From an optimization exercise on the open Yosys and OpenROAD flow, aimed at small area; shortcuts taken in it are not production practice.
Where RTL was checked, it was by simulation tests only, not by an equivalence proof against the original.
Power is estimated from default activity; no workload was simulated.

==> inputs of 03-07 <==
==> flow/design.v <==
module usart (
    input clk,               
    input rst_n,             
    input usart_rxp,
    output[5:0] led
);
    parameter BaudRateDiv = 234;     
    reg[$clog2(BaudRateDiv+1)-1:0] BaudRateCnt;      
    reg rx_r, rx_rr;
    always @(posedge clk) begin
        if(!rst_n) begin
            rx_r <= 1'b1;
            rx_rr <= 1'b1;
        end
        else begin
            rx_r <= usart_rxp;
            rx_rr <= rx_r;
        end
    end
    reg [5:0] led_reg;
    localparam RX_STATE_IDLE = 0;
    localparam RX_STATE_START = 1;
    localparam RX_STATE_READ = 2;
    localparam RX_STATE_STOP = 3;
    reg [1:0] status;
    reg [7:0] rx_data;
    reg [2:0] rx_cur_index;
    reg rx_data_valid;
    always @(posedge clk) begin
        if(!rst_n) begin
            BaudRateCnt <= 0;
            status <= RX_STATE_IDLE;
            rx_data <= 8'b11000000;
            rx_cur_index <= 0;
            rx_data_valid <= 1'b0;
        end
        else
        case (status)
            RX_STATE_IDLE:begin
                if(rx_rr==0) begin
                    status <= RX_STATE_START;
                    BaudRateCnt <= 0;
                    rx_data_valid <= 1'b0;
                end
            end
            RX_STATE_START:begin
                BaudRateCnt <= BaudRateCnt+1'b1;
                if(BaudRateCnt == BaudRateDiv/2 - 1) begin   
                    status <= RX_STATE_READ;
                    BaudRateCnt <= 0;    
                    rx_cur_index <= 0;
                end
            end
            RX_STATE_READ:begin
                BaudRateCnt <= BaudRateCnt+1'b1;
                if(BaudRateCnt == BaudRateDiv - 1) begin
                    rx_data <= {rx_rr, rx_data[7:1]};
                    BaudRateCnt <= 0;
                    rx_cur_index <= rx_cur_index+1'b1;
                    if(rx_cur_index == 7) begin
                        status <= RX_STATE_STOP;    
                    end
                end
            end
            RX_STATE_STOP:begin
                BaudRateCnt <= BaudRateCnt+1'b1;
                if(BaudRateCnt == BaudRateDiv-1) begin
                    status <= RX_STATE_IDLE;
                    if(rx_rr == 1'b1) begin
                        rx_data_valid <= 1'b1;
                    end
                end
            end
        endcase
    end
    always @(posedge clk ) begin
        if(!rst_n)
            led_reg <= 6'b111111;
        else if(rx_data_valid == 1) begin
            led_reg <= rx_data[5:0];
        end
    end
    assign led = ~led_reg;
endmodule
module top (
    input clk,               
    input rst_n,
    input usart_rxp,
    output[5:0] led
);
    usart usart_instance(.clk(clk), .rst_n(rst_n), .usart_rxp(usart_rxp), .led(led));
endmodule
==> flow/run.sh <==
#!/bin/bash
# synth_recipe.tcl (not shown) runs the flow's synth.tcl, then flattens the netlist and writes it again
# the make line also repeats each setting of config.mk as NAME=value (left out here)
make -C /OpenROAD-flow-scripts/flow DESIGN_CONFIG=/design/flow/config.mk WORK_HOME=/design/flow/orfs CLKGATE_MAP_FILE= SYNTH_SCRIPT=/design/flow/synth_recipe.tcl finish
==> flow/config.mk <==
export PLATFORM = sky130hd
export DESIGN_NAME = top
export DESIGN_NICKNAME = top
export VERILOG_FILES = /design/flow/design.v
export SDC_FILE = /design/flow/constraint.sdc
export NUM_CORES = 4
export LEC_CHECK = 0
export CAP_MARGIN = 20
export CORE_MARGIN = 2
export CORE_UTILIZATION = 40
export SLEW_MARGIN = 20
==> flow/constraint.sdc <==
create_clock -name core_clock -period 10.0 [get_ports {clk}]
set_input_delay 2.0000 -clock core_clock [delete_from_list [all_inputs] [get_ports {clk}]]
set_output_delay 2.0000 -clock core_clock [all_outputs]
set_load 0.01 [all_outputs]
==> 10-25: changes against 03-07 <==
==> flow/design.v (replaced) <==
module usart (
    input clk,
    input rst_n,
    input usart_rxp,
    output [5:0] led
);
    reg rx1;                 
    reg [6:0] t;             
    reg [4:0] ph;            
    reg [5:0] sr;            
    reg pend;                
    reg [5:0] ledq;
    wire tend = (t[6:2] == 5'b01010);    
    wire idle = (ph == 5'd0);
    wire adv  = idle ? ~rx1 : tend;
    wire last = (ph == 5'd19);           
    wire shift = adv & ph[0] & ~ph[4] & ~(ph[3] & ph[2] & ph[1]);
    wire load = pend & (~idle | t[6]);
    always @(posedge clk)
        rx1 <= usart_rxp | ~rst_n;
    always @(posedge clk)
        t <= adv ? 7'd21 : {~t[5:0], t[0] ^ t[6]};
    always @(posedge clk) begin
        if (!rst_n || (adv && last)) ph <= 5'd0;
        else if (adv) ph <= ph + 5'd1;
    end
    always @(posedge clk)
        if (shift) sr <= {~rx1, sr[5:1]};
    always @(posedge clk)
        pend <= rst_n & ((adv & last & rx1) | (pend & ~load));
    always @(posedge clk) begin
        if (!rst_n) ledq <= 6'd0;
        else if (load) ledq <= sr;
    end
    assign led = ledq;
endmodule
module top (
    input clk,
    input rst_n,
    input usart_rxp,
    output [5:0] led
);
    usart usart_instance(.clk(clk), .rst_n(rst_n), .usart_rxp(usart_rxp), .led(led));
endmodule
==> flow/flow/run.sh (new file) <==
#!/bin/bash
# Own layout flow: the standard flow with three changes.
#  - ports are buffered with the smallest buffer (buf_1);
#  - clock tree: one cluster of clkbuf_8, no dummy loads;
#  - after placement every combinational cell is swapped for the smallest
#    cell of the same function (the design has ample slack at 10 ns).
set -euo pipefail
export BUFFER_PORTS_ARGS="-buffer_cell sky130_fd_sc_hd__buf_1"
export CTS_ARGS="-sink_clustering_enable -repair_clock_nets -buf_list sky130_fd_sc_hd__clkbuf_8 -dont_use_dummy_load -sink_clustering_size 50 -sink_clustering_max_diameter 300"
bash standard.sh synth floorplan place > std_place.log 2>&1
R=orfs/results/sky130hd/top/base
ODB_IN=$R/3_place.odb SDC_IN=$R/3_place.sdc openroad -no_init -exit flow/downsize.tcl > downsize.log 2>&1
bash standard.sh > std_finish.log 2>&1
==> flow/flow/downsize.tcl (new file) <==
# Swap every combinational cell of the placed design for the smallest cell of
# the same function (same name but drive suffix), then legalise the placement.
set p $::env(FLOW_HOME)/platforms/sky130hd
read_lef $p/lef/sky130_fd_sc_hd.tlef
read_lef $p/lef/sky130_fd_sc_hd_merged.lef
read_liberty $p/lib/sky130_fd_sc_hd__tt_025C_1v80.lib
read_db $::env(ODB_IN)
read_sdc $::env(SDC_IN)
set db [ord::get_db]
set masters {}
foreach lib [$db getLibs] {
  foreach m [$lib getMasters] { dict set masters [$m getName] $m }
}
set n 0
foreach inst [[ord::get_db_block] getInsts] {
  set m [$inst getMaster]
  set name [$m getName]
  if {![regexp {^(sky130_fd_sc_hd__[a-z0-9]+)_([0-9]+)$} $name -> base drv]} continue
  if {[regexp {df|edf|sdf|dl|tap|fill|decap|conb|clkbuf|clkinv|dly} $base]} continue
  set best $name
  set ba [expr {[$m getWidth]*[$m getHeight]}]
  foreach d {0 1 2} {
    set c ${base}_$d
    if {![dict exists $masters $c]} continue
    set cm [dict get $masters $c]
    set a [expr {[$cm getWidth]*[$cm getHeight]}]
    if {$a < $ba} { set best $c; set ba $a }
  }
  if {$best ne $name} {
    puts "resize [$inst getName] $name -> $best"
    replace_cell [$inst getName] $best
    incr n
  }
}
puts "downsized $n cells"
detailed_placement
check_placement -verbose
write_db $::env(ODB_IN)
==> flow/standard.sh (new file) <==
#!/bin/bash
# synth_recipe.tcl (not shown) runs the flow's synth.tcl, then flattens the netlist and writes it again
# the make line also repeats each setting of config.mk as NAME=value (left out here)
make -C /OpenROAD-flow-scripts/flow DESIGN_CONFIG=/design/flow/config.mk WORK_HOME=/design/flow/orfs CLKGATE_MAP_FILE= SYNTH_SCRIPT=/design/flow/synth_recipe.tcl "${@:-finish}"
ABC_CLOCK_PERIOD_IN_PS = 10000   (was default)
removed: flow/run.sh
==> 12-21: changes against 03-07 <==
==> flow/design.v (replaced) <==
module usart (
    input clk,
    input rst_n,
    input usart_rxp,
    output [5:0] led
);
    reg rx1;                 
    reg [6:0] t;             
    reg [4:0] ph;            
    reg [5:0] sr;            
    reg pend;                
    reg [5:0] ledq;
    wire tend = (t[6:2] == 5'b01010);    
    wire idle = (ph == 5'd0);
    wire adv  = idle ? ~rx1 : tend;
    wire last = (ph == 5'd19);           
    wire shift = adv & ph[0] & ~ph[4] & ~(ph[3] & ph[2] & ph[1]);
    wire load = pend & (~idle | t[6]);
    always @(posedge clk)
        rx1 <= usart_rxp | ~rst_n;
    always @(posedge clk)
        t <= adv ? 7'd21 : {~t[5:0], t[0] ^ t[6]};
    always @(posedge clk) begin
        if (!rst_n || (adv && last)) ph <= 5'd0;
        else if (adv) ph <= ph + 5'd1;
    end
    always @(posedge clk)
        if (shift) sr <= {~rx1, sr[5:1]};
    always @(posedge clk)
        pend <= rst_n & ((adv & last & rx1) | (pend & ~load));
    always @(posedge clk) begin
        if (!rst_n) ledq <= 6'd0;
        else if (load) ledq <= sr;
    end
    assign led = ledq;
endmodule
module top (
    input clk,
    input rst_n,
    input usart_rxp,
    output [5:0] led
);
    usart usart_instance(.clk(clk), .rst_n(rst_n), .usart_rxp(usart_rxp), .led(led));
endmodule
ABC_CLOCK_PERIOD_IN_PS = 10000   (was default)
CTS_BUF_LIST = sky130_fd_sc_hd__clkbuf_8   (was default)
CTS_CLUSTER_DIAMETER = 100   (was default)
CTS_CLUSTER_SIZE = 30   (was default)
==> impl_metrics.csv <==
group,metric,value,unit
yosys,synth.area.mux_share,5.83,%
layout,fin_area,1200,µm²
layout,nNetsFinal,109,
route,drtIter0Drc,11,
clock_network,clk_pin_slew,90,ps
outcome,outcome,"finished clean",
[end of results for 12-21]
==> impl_metrics.csv <==
group,metric,value,unit
outcome,outcome,"finished clean",
layout,fin_area,1090,µm²
placed_design,io_buffers,8,
timing,rsz0062_at_grt,"no",
clock_network,clk_pin_slew,90,ps
placed_design,placedInstanceArea,1080,µm²
yosys,synth.area.mux_share,5.83,%
min_path,hold_depth,1,
layout,nNetsFinal,109,
[end of results for 10-25]
==> impl_metrics.csv <==
group,metric,value,unit
outcome,outcome,"finished clean",
layout,nNonClkBuffers,8,
layout,syn2layout_area_growth,11.0,%
worst_setup_path,cp-startpoint,"usart_instance.led_reg[3]",
die,initial_utilization,41.8,%
power,clkPwrFrac,35.5,%
layout,fin_area,1700,µm²
yosys,synth.area.mux_share,5.89,%
route,drtIter0Drc,67,
layout,layout_common_cells,"30 x dfxtp_1, 28 x nand2_1, 13 x inv_1, 13 x o211ai_1",
layout,nNetsFinal,187,
[end of results for 03-07]
Function not checked in 10-25 and 12-21: the RTL went through the layout flow alone.

what the ideal ports hide:
Ports are ideal in the flow. The routed layouts listed here were re-timed in OpenROAD.
Step 1 (the two cells are an assumption about what drives the block):
set clk [get_ports {clk}]
set_driving_cell -lib_cell sky130_fd_sc_hd__clkbuf_16 $clk
set_driving_cell -lib_cell sky130_fd_sc_hd__buf_2 [delete_from_list [all_inputs] $clk]
Step 2, shift: input delay + t, output delay - t, t = (earliest + latest rising clock arrival at the registers) / 2. This alone moves slack from input paths to output paths.
Slacks: ideal ports / drivers / drivers and shift; pairs: ideal ports / drivers.
run	t (ns)	slack for setup (ns)	worst register clock-pin slew, ns	worst data-port slew with drivers (ns)
03-07	0.303	6.835 / 6.810 / 6.836	0.07 / 0.07	0.03
10-25	0.285	7.236 / 7.213 / 7.124	0.09 / 0.09	0.03
12-21	0.285	6.861 / 6.840 / 6.766	0.09 / 0.09	0.03
After both steps setup and hold are still met in every run listed. The setup slack of 10-25, which loses most, moves by -0.023 ns with the drivers and by -0.112 ns with both steps.
